What follows belongs to an exercise in optimizing a design on an open flow for small area and a short achievable clock period; a production flow would make more cautious choices. Function was checked by simulation only, so behaviour that the tests miss may differ from the original. Power is estimated from default activity; no workload was simulated.

**design/flow/constraint.sdc**
```tcl
create_clock -name core_clock -period 30.0 [get_ports {clk}]
set_input_delay 6.0000 -clock core_clock [delete_from_list [all_inputs] [get_ports {clk}]]
set_output_delay 6.0000 -clock core_clock [all_outputs]
set_load 0.01 [all_outputs]
```
**design/flow/config.mk**
```make
export PLATFORM = sky130hd
export DESIGN_NAME = risc_kgp
export DESIGN_NICKNAME = risc_kgp
export VERILOG_FILES = /design/flow/design.v
export SDC_FILE = /design/flow/constraint.sdc
export NUM_CORES = 4
export LEC_CHECK = 0
export CAP_MARGIN = 20
export CORE_MARGIN = 2
export CORE_UTILIZATION = 30
export SLEW_MARGIN = 20
```
**design/flow/design.v**
```verilog
module FA_Struct(a, b, cin, cout, sum);
    input  a, b, cin;       
    output cout, sum;       
    assign sum = a^b^cin;
    assign cout = (a&b) | ((a^b)&cin);
endmodule
module rca32(A, B, cin, S, cout);
    input[31:0] A, B;
    input cin;
    output[31:0] S;
    output cout;
    wire[31:0] c;
    assign c[0] = cin;
    FA_Struct fa[31:0](A, B, c, {cout, c[31:1]}, S);
endmodule 
module Multiplexer(
		input x,
		input u,
		input v,
		output z
	 );
		assign z = x ? u : v;
endmodule
module BarrelShifter(
		input [31:0] in,
		input [4:0] shamt,
		input dir,  
		input feedinbit,
		output [31:0] out
	 );
	 wire[31:0] in1_u, in1_v, in2_u, in2_v, in3_u, in3_v, in4_u, in4_v, in5_u, in5_v;
	 wire[31:0] out1, out2, out3, out4, out5;
	 wire[31:0] temp1, temp2, temp3, temp4;
	 assign in1_u = {in[15:0], 16'b0};	 
	 assign in1_v = {{16{feedinbit}}, in[31:16]};  
	 Multiplexer mux_choose1[31:0](dir, in1_u, in1_v, out1);	 
	 Multiplexer mux_shift1[31:0](shamt[4], out1, in, temp1);	 
	 assign in2_u = {temp1[23:0], 8'b0};	 
	 assign in2_v = {{8{feedinbit}}, temp1[31:8]}; 	 
	 Multiplexer mux_choose2[31:0](dir, in2_u, in2_v, out2);	 
	 Multiplexer mux_shift2[31:0](shamt[3], out2, temp1, temp2);	 
	 assign in3_u = {temp2[27:0], 4'b0};	 
	 assign in3_v = {{4{feedinbit}}, temp2[31:4]}; 	 
	 Multiplexer mux_choose3[31:0](dir, in3_u, in3_v, out3);	 
	 Multiplexer mux_shift3[31:0](shamt[2], out3, temp2, temp3);	 
	 assign in4_u = {temp3[29:0], 2'b0};	 
	 assign in4_v = {{2{feedinbit}}, temp3[31:2]};	 
	 Multiplexer mux_choose4[31:0](dir, in4_u, in4_v, out4);	
	 Multiplexer mux_shift4[31:0](shamt[1], out4, temp3, temp4);	
	 assign in5_u = {temp4[30:0], 1'b0};	 
	 assign in5_v = {{feedinbit}, temp4[31:1]}; 	 
	 Multiplexer mux_choose5[31:0](dir, in5_u, in5_v, out5);	
	 Multiplexer mux_shift5[31:0](shamt[0], out5, temp4, out);
endmodule
module TwosComp (
            input[31:0] B, 
            output[31:0] TwosCompOut
            );
    wire[31:0] BXOR;
    assign BXOR = 32'b11111111111111111111111111111111 ^ B;
    wire cout;
    rca32 R1(32'b0, BXOR, 1'b1, TwosCompOut, cout);
endmodule
module AND(
            input[31:0] A, 
            input[31:0] B,
            output[31:0] And_out
            );
    assign And_out = A & B;
endmodule  
module XOR (
            input[31:0] A, 
            input[31:0] B,
            output[31:0] Xor_out
            );
    assign Xor_out = A ^ B;
endmodule
module LeftShift (
            input[31:0] A,
            input[31:0] B, 
            output reg[31:0] LeftShifted_A
            );
    reg [4:0] shamt;
    wire[31:0] BarrelOut;
    BarrelShifter b1(.in(A), .shamt(shamt), .dir(1'b1), .feedinbit(1'b0), .out(BarrelOut));
    always @(*) begin
        if( B > 31)
            begin
                shamt = B[4:0];
                LeftShifted_A = 0;
            end
        else
            begin
                shamt = B[4:0];
                LeftShifted_A = BarrelOut;
            end
    end
endmodule
module RightShift (
            input[31:0] A,
            input[31:0] B, 
            output reg[31:0] RightShifted_A
            );
    reg [4:0] shamt;
    wire[31:0] BarrelOut;
	 BarrelShifter b1(.in(A), .shamt(shamt), .dir(1'b0),.feedinbit(1'b0), .out(BarrelOut));
    always @(*) begin
        if( B > 31)
            begin
                shamt = B[4:0];
                RightShifted_A = 0;
            end
        else
            begin
                shamt = B[4:0];
                RightShifted_A = BarrelOut;
            end
    end
endmodule
module RightShiftArithmetic (
            input[31:0] A,
            input[31:0] B, 
            output reg[31:0] RightShiftedArithmetic_A
            );
    reg [4:0] shamt;
    wire[31:0] BarrelOut;
    BarrelShifter b1(.in(A), .shamt(shamt), .dir(1'b0), .feedinbit(A[31]), .out(BarrelOut));
    always @(*) begin
        if(B > 31)
            begin
                shamt = B[4:0];
                RightShiftedArithmetic_A = {32{A[31]}};
            end
        else
            begin
                shamt = B[4:0];
                RightShiftedArithmetic_A = BarrelOut;
            end
    end
endmodule
module LessThanZero (
            input[31:0] A, 
            output LessThanZeroFlag
            );
    assign LessThanZeroFlag = (A[31] == 1) ? 1'b1 : 1'b0;
endmodule
module EqualToZero (
            input[31:0] A, 
            output ZeroFlag
            );
    assign ZeroFlag = (A == 32'b0) ? 1'b1 : 1'b0;
endmodule
module Mux7To1 (
        input[31:0] i_a,
        input[31:0] i_b,
        input[31:0] i_c,
        input[31:0] i_d,
        input[31:0] i_e,
        input[31:0] i_f,
        input[31:0] i_g,
        input[3:0] i_sel,
        output reg[31:0] o
    );
    always @(*) begin
        case (i_sel)
            0: o = i_a;
            1: o = i_b;
            2: o = i_c;
            3: o = i_d;
            4: o = i_e;
            5: o = i_f;
            6: o = i_g;
            default: o = i_a;
        endcase
    end
endmodule
module ALU (
            input[31:0] A,
            input[31:0] B,
            input[3:0] Sel,
            output[31:0] result,
            output sign,
            output carry,
            output zero
            );
    wire [31:0] Add_out, TwosComp_out, And_out, Xor_out, LeftShift_out, RightShift_out, RightShiftArr_out; 
    wire carryInternal;
    rca32 adder(.A(A), .B(B), .cin(1'b0), .S(Add_out), .cout(carryInternal));
    TwosComp twosComp(.B(B), .TwosCompOut(TwosComp_out));
    AND and1(.A(A), .B(B), .And_out(And_out));
    XOR xor1(.A(A), .B(B), .Xor_out(Xor_out));
    LeftShift leftShift(.A(A), .B(B), .LeftShifted_A(LeftShift_out));
    RightShift rightShift(.A(A), .B(B), .RightShifted_A(RightShift_out));
    RightShiftArithmetic rightShiftArithmetic(.A(A), .B(B), .RightShiftedArithmetic_A(RightShiftArr_out));
    LessThanZero lessThanZero(.A(A), .LessThanZeroFlag(sign));
    EqualToZero equalToZero(.A(A), .ZeroFlag(zero));
    Mux7To1 muxSevenToOne(
        .i_a(Add_out),
        .i_b(TwosComp_out),
        .i_c(And_out),
        .i_d(Xor_out),
        .i_e(LeftShift_out),
        .i_f(RightShift_out),
        .i_g(RightShiftArr_out),
        .i_sel(Sel),
        .o(result)
    );
    assign carry = carryInternal;
endmodule
module ALU_control(
    input [1:0] AluOp,
    input [4:0] FuncCode,
    output reg[3:0] AluControlLine
);
    always @(*) begin
        case (AluOp)
            0:  AluControlLine = 4'b0000;
            1:  AluControlLine = {FuncCode[3:0]};
            2:  AluControlLine = 4'b0001;
            default: AluControlLine = 4'b0000;
        endcase
    end
endmodule 
module Control(
        input [4:0] opCode,
        output reg WriteData,
        output reg [1:0] Branch,
        output reg MemWrite,
        output reg MemReg,
        output reg MemRead,
        output reg [1:0] AluOp,
        output reg [1:0] AluSrc,
        output reg RegWrite,
        output reg [1:0] RegDest
    );
    always @(opCode) begin
        case (opCode)
            0: begin
                WriteData = 1'b0;
                AluSrc = 2'b00;
                MemReg = 1'b0;
                RegWrite = 1'b1;
                MemRead = 1'b1;
                MemWrite = 1'b0;
                Branch = 2'b0;
                AluOp = 2'b01;
                RegDest = 2'b00;
            end
            1: begin
                WriteData = 1'b0;
                AluSrc = 2'b10;
                MemReg = 1'b0;
                RegWrite = 1'b1;
                MemRead = 1'b1;
                MemWrite = 1'b0;
                Branch = 2'b0;
                AluOp = 2'b01;
                RegDest = 2'b00;
            end
            2: begin
                WriteData = 1'b0;
                AluSrc = 2'b01;
                MemReg = 1'b1;
                RegWrite = 1'b1;
                MemRead = 1'b1;
                MemWrite = 1'b0;
                Branch = 2'b00;
                AluOp = 2'b00;
                RegDest = 2'b01;
            end
            3: begin
                WriteData = 1'b0;
                AluSrc = 2'b01;
                MemReg = 1'b0;
                RegWrite = 1'b0;
                MemRead = 1'b1;
                MemWrite = 1'b1;
                Branch = 2'b00;
                AluOp = 2'b00;
                RegDest = 2'b00;
            end
            4: begin
                WriteData = 1'b0;
                AluSrc = 2'b01;
                MemReg = 1'b0;
                RegWrite = 1'b1;
                MemRead = 1'b1;
                MemWrite = 1'b0;
                Branch = 2'b00;
                AluOp = 2'b00;
                RegDest = 2'b00;
            end
            5: begin
                WriteData = 1'b0;
                AluSrc = 2'b01;
                MemReg = 1'b0;
                RegWrite = 1'b1;
                MemRead = 1'b1;
                MemWrite = 1'b0;
                Branch = 2'b00;
                AluOp = 2'b10;
                RegDest = 2'b00;
            end 
            6: begin
                WriteData = 1'b0;
                AluSrc = 2'b00;
                MemReg = 1'b0;
                RegWrite = 1'b0;
                MemRead = 1'b1;
                MemWrite = 1'b0;
                Branch = 2'b11;
                AluOp = 2'b00;
                RegDest = 2'b00;
            end  
            7: begin
                WriteData = 1'b0;
                AluSrc = 2'b00;
                MemReg = 1'b0;
                RegWrite = 1'b0;
                MemRead = 1'b1;
                MemWrite = 1'b0;
                Branch = 2'b01;
                AluOp = 2'b00;
                RegDest = 2'b00;
            end
            8: begin
                WriteData = 1'b0;
                AluSrc = 2'b00;
                MemReg = 1'b0;
                RegWrite = 1'b0;
                MemRead = 1'b1;
                MemWrite = 1'b0;
                Branch = 2'b11;
                AluOp = 2'b00;
                RegDest = 2'b00;
            end
            9: begin
                WriteData = 1'b1;
                AluSrc = 2'b00;
                MemReg = 1'b0;
                RegWrite = 1'b1;
                MemRead = 1'b1;
                MemWrite = 1'b0;
                Branch = 2'b11;
                AluOp = 2'b00;
                RegDest = 2'b10;
            end
            default:  begin
                WriteData = 1'b0;
                AluSrc = 2'b00;
                MemReg = 1'b0;
                RegWrite = 1'b1;
                MemRead = 1'b1;
                MemWrite = 1'b0;
                Branch = 2'b0;
                AluOp = 2'b01;
                RegDest = 2'b00;
            end
        endcase
    end
endmodule 
module Register(
        input[31:0] writeToReg,
        input enable,
        input clk,
        input reset,
        output reg [31:0] data
    );
    always @(posedge clk or posedge reset) begin
        if (reset) begin
            data <= 32'b0;
        end else begin
            if (enable) begin
                data <= writeToReg;
            end
        end
    end
endmodule 
module RegisterFile(
        input reg_write,
        input clk,
        input reset,
        input[4:0] read_register1,
        input[4:0] read_register2,
        input[4:0] write_register,
        input[31:0] write_data,
        output reg[31:0] read_data1,
        output reg[31:0] read_data2
    );
    reg[0:31] enableSignals;
    wire[31:0] data_bus[0:31];
	 always @(*) begin
			enableSignals = {32{1'b0}};
			if (reg_write) begin
					enableSignals[write_register] = 1'b1;
			end
			read_data1 = data_bus[read_register1];
         read_data2 = data_bus[read_register2];
	 end
    Register register0 (write_data, enableSignals[0], clk, reset, data_bus[0]);
    Register register1 (write_data, enableSignals[1], clk, reset, data_bus[1]);
    Register register2 (write_data, enableSignals[2], clk, reset, data_bus[2]);
    Register register3 (write_data, enableSignals[3], clk, reset, data_bus[3]);
    Register register4 (write_data, enableSignals[4], clk, reset, data_bus[4]);
    Register register5 (write_data, enableSignals[5], clk, reset, data_bus[5]);
    Register register6 (write_data, enableSignals[6], clk, reset, data_bus[6]);
    Register register7 (write_data, enableSignals[7], clk, reset, data_bus[7]);
    Register register8 (write_data, enableSignals[8], clk, reset, data_bus[8]);
    Register register9 (write_data, enableSignals[9], clk, reset, data_bus[9]);
    Register register10 (write_data, enableSignals[10], clk, reset, data_bus[10]);
    Register register11 (write_data, enableSignals[11], clk, reset, data_bus[11]);
    Register register12 (write_data, enableSignals[12], clk, reset, data_bus[12]);
    Register register13 (write_data, enableSignals[13], clk, reset, data_bus[13]);
    Register register14 (write_data, enableSignals[14], clk, reset, data_bus[14]);
    Register register15 (write_data, enableSignals[15], clk, reset, data_bus[15]);
    Register register16 (write_data, enableSignals[16], clk, reset, data_bus[16]);
    Register register17 (write_data, enableSignals[17], clk, reset, data_bus[17]);
    Register register18 (write_data, enableSignals[18], clk, reset, data_bus[18]);
    Register register19 (write_data, enableSignals[19], clk, reset, data_bus[19]);
    Register register20 (write_data, enableSignals[20], clk, reset, data_bus[20]);
    Register register21 (write_data, enableSignals[21], clk, reset, data_bus[21]);
    Register register22 (write_data, enableSignals[22], clk, reset, data_bus[22]);
    Register register23 (write_data, enableSignals[23], clk, reset, data_bus[23]);
    Register register24 (write_data, enableSignals[24], clk, reset, data_bus[24]);
    Register register25 (write_data, enableSignals[25], clk, reset, data_bus[25]);
    Register register26 (write_data, enableSignals[26], clk, reset, data_bus[26]);
    Register register27 (write_data, enableSignals[27], clk, reset, data_bus[27]);
    Register register28 (write_data, enableSignals[28], clk, reset, data_bus[28]);
    Register register29 (write_data, enableSignals[29], clk, reset, data_bus[29]);
    Register register30 (write_data, enableSignals[30], clk, reset, data_bus[30]);
    Register register31 (write_data, enableSignals[31], clk, reset, data_bus[31]);
endmodule 
module ProgramCounter(
        input[31:0] in,
        input clk,
		  input reset,
        output reg [31:0] out
    );
    always @(posedge clk or posedge reset) begin
			if (reset) begin
				out <= 32'b0;
			end
			else begin
				out <= in;
			end
	 end
endmodule 
module SignExtend17to32(input [16:0] in, output [31:0] out);
    assign out = {{15{in[16]}}, in};
endmodule
module WidthExtend5to32(input [4:0] in, output [31:0] out);
    assign out = {27'b0, in};
endmodule
module Mux3To1_5 (
        input[4:0] i_a,
        input[4:0] i_b,
        input[4:0] i_c,
        input[1:0] i_sel,
        output reg[4:0] o
    );
    always @(*) begin
        case (i_sel)
            0: o = i_a; 
            1: o = i_b; 
            2: o = i_c; 
            default: o = i_a;    
        endcase
    end
endmodule 
module Mux3To1_32 (
        input[31:0] i_a,
        input[31:0] i_b,
        input[31:0] i_c,
        input[1:0] i_sel,
        output reg[31:0] o
    );
    always @(*) begin
        case (i_sel)
            0: o = i_a; 
            1: o = i_b; 
            2: o = i_c; 
            default: o = i_a;    
        endcase
    end
endmodule 
module Mux2To1 (
        input[31:0] i_a,
        input[31:0] i_b,
        input i_sel,
        output [31:0] o
    ); 
    assign o = (i_sel)? i_a : i_b;
endmodule 
module Mux6To1 (
        input i_a,
        input i_b,
        input i_c,
        input i_d,
        input i_e,
        input i_f,
        input[4:0] i_sel,
        output reg o
    );
    always @(*) begin
        case (i_sel)
            1: o = i_b;  
            2: o = i_a;  
            3: o = i_e;  
            4: o = i_c;  
            5: o = i_f;  
            default: o = i_d;    
        endcase
    end
endmodule 
module branching(
        input [31:0] pc,
        input [31:0] read_data1,
        input [31:0] label,
        input [4:0] fcode,
        input branch,
        input branchSrc,
        input sign,
        input zero,
        input carry,
        output [31:0] next_pc,
        output [31:0] writeRegData
    );
    wire [31:0] w1, w2, w3;
    wire w4, w5;
    wire t1, t2;
    Mux2To1 branchtype(.i_a(label), .i_b(read_data1), .i_sel(branchSrc), .o(w1));
    rca32 full_adder_1(.A(32'b100), .B(pc), .cin(1'b0), .S(w2), .cout(t1));
    rca32 full_adder_2(.A(w2), .B(w1), .cin(1'b0), .S(w3), .cout(t2));
    Mux6To1 mux_6to1(.i_a(~carry), .i_b(carry), .i_c(sign), .i_d(1'b1), .i_e(zero), .i_f(~zero), .i_sel(fcode), .o(w4));
    assign w5 = w4&branch;
    Mux2To1 mux_2to1(.i_a(w3), .i_b(w2), .i_sel(w5), .o(next_pc));
    assign writeRegData = w2;    
endmodule 
module risc_kgp(input clk,
                input reset,
                output [31:0] imem_addr,
                input [31:0] imem_data,
                output [31:0] dmem_addr,
                output [31:0] dmem_wdata,
                output dmem_we,
                input [31:0] dmem_rdata);
        wire[31:0] next_pc, curr_pc;
        ProgramCounter pc(.in(next_pc), 
                        .clk(clk),
                        .reset(reset),
                        .out(curr_pc));
        wire[31:0] instr;
        assign imem_addr = curr_pc;
        assign instr = imem_data;
        wire WriteData;
        wire[1:0] Branch;
        wire MemWrite, MemReg, MemRead;
        wire[1:0] AluOp, AluSrc;
        wire RegWrite;
        wire[1:0] RegDest;
        Control cu(.opCode(instr[31:27]), 
                .WriteData(WriteData), 
                .Branch(Branch), 
                .MemWrite(MemWrite), 
                .MemReg(MemReg), 
                .MemRead(MemRead), 
                .AluOp(AluOp), 
                .AluSrc(AluSrc), 
                .RegWrite(RegWrite), 
                .RegDest(RegDest) );
        wire[4:0] write_reg_source;
        Mux3To1_5 mux3to1_5(
                        .i_a(instr[26:22]), 
                        .i_b(instr[21:17]), 
                        .i_c(5'b11111), 
                        .i_sel(RegDest), 
                        .o(write_reg_source));
        wire[31:0] read_data1, read_data2, write_back_data;
        RegisterFile rf(.reg_write(RegWrite), 
                        .clk(clk), .reset(reset), 
                        .read_register1(instr[26:22]), 
                        .read_register2(instr[21:17]), 
                        .write_register(write_reg_source), 
                        .write_data(write_back_data), 
                        .read_data1(read_data1), 
                        .read_data2(read_data2));
        wire[3:0] ALUControlLine_e;
		  wire [3:0] myAryanWire;
        ALU_control aluc(.AluOp(AluOp), 
                        .FuncCode(instr[11:7]), 
                        .AluControlLine(myAryanWire));
        wire[31:0] extendedOutput1;
        WidthExtend5to32 we5to32(.in(instr[16:12]), .out(extendedOutput1));
        wire[31:0] extendedOutput2;
        SignExtend17to32 se17to32(.in(instr[16:0]), .out(extendedOutput2));
        wire[31:0] AluInput2;
        Mux3To1_32 mux3to1_32(.i_a(read_data2), 
                                .i_b(extendedOutput2), 
                                .i_c(extendedOutput1), 
                                .i_sel(AluSrc), 
                                .o(AluInput2));
        wire[31:0] ALUResult;
        wire sign, carry, zero;
        ALU alu(.A(read_data1), 
                .B(AluInput2), 
                .Sel(myAryanWire), 
                .result(ALUResult), 
                .sign(sign), 
                .carry(carry), 
                .zero(zero));
        wire[31:0] writeRegData;
        branching branchmodule(.pc(curr_pc), 
                                .read_data1(read_data1), 
                                .label(extendedOutput2), 
                                .fcode(instr[21:17]), 
                                .branch(Branch[0]), 
                                .branchSrc(Branch[1]), 
                                .sign(sign), 
                                .zero(zero), 
                                .carry(carry), 
                                .next_pc(next_pc), 
                                .writeRegData(writeRegData));
        wire[31:0] read_data_mem;
        assign dmem_addr = ALUResult;
        assign dmem_wdata = read_data2;
        assign dmem_we = MemWrite;
        assign read_data_mem = dmem_rdata;
        wire [31:0] mux2to1_out1;
        Mux2To1 mux2to1_1(.i_a(read_data_mem), 
                        .i_b(ALUResult), 
                        .i_sel(MemReg), 
                        .o(mux2to1_out1)); 
        Mux2To1 mux2to1_2(.i_a(writeRegData), 
                        .i_b(mux2to1_out1), 
                        .i_sel(WriteData), 
                        .o(write_back_data));
endmodule
```
**design/flow/run.sh**
```bash
#!/bin/bash
# synth_recipe.tcl (not shown) runs the flow's synth.tcl, then flattens the netlist and writes it again
# the make line also repeats each setting of config.mk as NAME=value (left out here)
make -C /OpenROAD-flow-scripts/flow DESIGN_CONFIG=/design/flow/config.mk WORK_HOME=/design/flow/orfs CLKGATE_MAP_FILE= SYNTH_SCRIPT=/design/flow/synth_recipe.tcl finish
```
==> impl_metrics.ini <==
[status]
outcome = timing/DRC/antenna clean

[drt]
routed_wl_um = 517000
drtPass1Iterations = 9
drc = 0
wire_per_inst_um = 48.0
vias_per_cell = 6.88
vias = 74100
postRouteAntennaNets = 0
drt_iter0_markers = 12500

[setup_path]
crit_required_ns = 24.00
max_stage_delay_ns = 0.60
critPathTopFamily = adder cells
timing.rr.end = pc.out[0]
critPathArrivalTime_ns = 22.73
crit_slowest_cell = buf_4
crit_top_cell = fa_1
cp-start-kind = input port
critPathCaptureType = output pin
r2r_cells = 45
ff2ff_setup_slack_ns = 12.01
path_buf_inv = 7
rr_startpoint = rf.register31.data[1]
cp_max_fo = 32
crit_type = in -> out

[cts]
clk_latency_ns = 0.88
path_clk_slew_ns = 0.06
cts-htree-levels = 3
clockBufferDepth = 3
cts_buffers = 120
cts_setup_buffers = 0
cts_root_buffer = clkbuf_16
holdBufCountCts = 0
post_cts_resized = 0
tritoncts = yes
clock_sinks = 1056

[final_layout]
drive_above_1_share_pct = 14.1
finalNetCount = 7906
layout_common_cells = dfrtp_1, nand3_1, nor2_1
area_growth_pct = 14.6
num-fill-cells = 22900
final-instance-count-excl-fill = 10800
final_common_cell = dfrtp_1

[yosys]
synth_top_family_by_area = simple AND/OR/NAND/NOR gates
synth-seq-cells = 1056
syn_nets = 8012
synth_area_leaders = dfrtp_1, nand3_1, a21oi_1
synth_ff_type = dfrtp_1
synthAdderAreaFrac_pct = 3.78
synth_edf_count = 0
yosys.area.top_type_share_pct = 39.8
synth.distinct_cells = 115
synth-compound-area-share_pct = 21.1
yosys.area.top_type = dfrtp_1
async_flop_share_pct = 100
yosys.area_share.simple_pct = 22.9
syn_area_per_cell_um2 = 8.52
muxShareOfSynthArea_pct = 5.91
syn_inst = 7782
syn_area_um2 = 66300
synth_warnings = 12
ys_seq_area_share_pct = 39.8
synth_xor_area_share_pct = 0.0924

[floorplanning]
die_h_um = 474
ios = 163
fp.coreArea_um2 = 220000
die_area_um2 = 225000
die_x_um = 474
initial_core_util_pct = 30.2
fp-row-count = 172

[global_route]
grt_use_total_pct = 44.7
grt-ovfl-total = 0
grt_pass1_vias = 67900
grt_pass1_wl_um = 674000
antenna_found_initial = 74
grt_max_degree = 161

[pwr]
ir_drop_mv = 0.0711
powerDensity_nw_per_um2 = 114
leakage_nw = 31.4

[worst_hold_path]
hp-class = reg -> reg
whs_path_depth = 2
hold-path-endpoint = rf.register23.data[24]
hold_start = rf.register23.data[24]

[placed_design]
io_buffers = 162
hpwl_um = 374000
placed_cells = 10500
gp_congestion = 1.08

[timing]
setup_viol = 0
setup_tns_ns = 0
rsz0062_at_grt = false
min_period_over_period_pct = 95.8
fin_skew_ns = 0.0840
worstMarginPinSlew_ns = 1.36
hold_violations = 0
period_minus_slack_ns = 28.73
slew_viol_final = 0
clock.fmax_ghz = 0.0348
slew_headroom_pct = 8.24

[job]
maxCapViolations = 0
worst min-delay path: cells and delay by family, from the launching register on:
family,cells,cell delay [ns]
DFF,1,0.37
and+or+nand+nor,1,0.05
AOI/OAI and AO/OA,1,0.06
worst max-delay path by stage:
stage	from	end	slack, ns	depth (start not counted)
floorplan	imem_data[20]	dmem_addr[31]	3.31	51
global placement	imem_data[24]	dmem_addr[31]	1.84	44
detailed placement	imem_data[24]	dmem_addr[31]	1.78	44
CTS	imem_data[24]	dmem_addr[31]	1.73	44
global route	imem_data[24]	dmem_addr[31]	1.28	44
finish	imem_data[24]	dmem_addr[31]	1.27	44
cell families after synthesis:
| family | Yosys count |
|---|---|
| flip-flops | 1056 |
| buffers and inverters | 918 |
| multiplexers | 360 |
| adder cells (fa/ha/maj) | 164 |
| AO/OA/AOI/OAI | 2166 |
| AND/OR/NAND/NOR | 3111 |
| XOR/XNOR | 7 |
power breakdown:
part           switching [mW]  internal (mW)  leakage, nW
registers                1.19           2.09         12.9
logic                    2.61           1.17         16.5
clock network           0.706          0.874         2.00
total                    4.51           4.13         31.4
final cells by class:
cell class,instances,area [µm²],share of cell area [%]
flip-flops and latches,1056,26400,34.8
diodes,41,103,0.135
clock buffers,151,3280,4.32
repair buffers,559,4720,6.21
clock inverters,71,828,1.09
well taps,2958,3700,4.87
inverters,131,498,0.655
multi-input cells,5808,36500,48.0
routing by layer:
| layer | up-vias | GRT usage [%] | routed length [µm] |
|---|---|---|---|
| met3 | 1708 | 15.7 | 64500 |
| met1 | 37500 | 57.7 | 203000 |
| met4 | 42 | 29.4 | 41700 |
| met2 | 6301 | 62.7 | 207000 |
| li1 | 28500 | - | - |
| met5 | - | 0 | 312 |
through the flow:
stage	power (mW)	hold slack [ns]	cell area [µm²]	setup WS (ns)	util, %
after floorplan	4.59	0.455	66300	3.31	-
after global placement	6.79	0.483	71700	1.84	32.6
after detailed placement	6.79	0.496	71700	1.78	32.6
after CTS	8.37	0.510	75800	1.73	34.5
after global routing	8.79	0.516	75900	1.28	34.6
final	8.64	0.513	76000	1.27	34.6
cells in the mapped netlist, types with 25 or more instances:
cell type / number
nor2_1: 873
nand3_1: 839
mux2_2: 220
a22oi_1: 306
nor4_1: 72
buf_6: 33
ha_1: 103
a2111oi_0: 67
and3_1: 218
clkbuf_1: 427
nand4_1: 272
fa_1: 61
dfrtp_1: 1056
a211oi_1: 41
o21ai_1: 62
buf_2: 202
o211ai_1: 68
buf_4: 76
a31oi_1: 83
nand2_1: 525
o21ai_0: 320
nand2b_1: 25
buf_1: 49
a221oi_1: 36
a21oi_1: 786
a22o_1: 48
inv_1: 120
nor3_1: 67
mux2i_1: 137

==> re-timing with driven ports <==
The flow's constraints put no driver on any port. The routed layout listed below was extracted and timed again, unchanged, in two steps. Step 1: set_driving_cell puts a clkbuf_16 on clk and a buf_2 on each other input, an assumption about the parent block. Step 2, shift: input delay + t, output delay - t, t = (earliest + latest rising clock arrival at the registers) / 2. This alone moves slack from input paths to output paths. Three values: ideal, step 1, step 2; two values: the first two.
t, ns: 0.933
setup WS [ns]: 1.274 / 1.242 / 1.242
worst setup path after step 2: input to output
After both steps setup and hold are still met in this run. For this run, drivers alone change the setup slack by -0.032 ns; drivers and shift together by -0.032 ns.
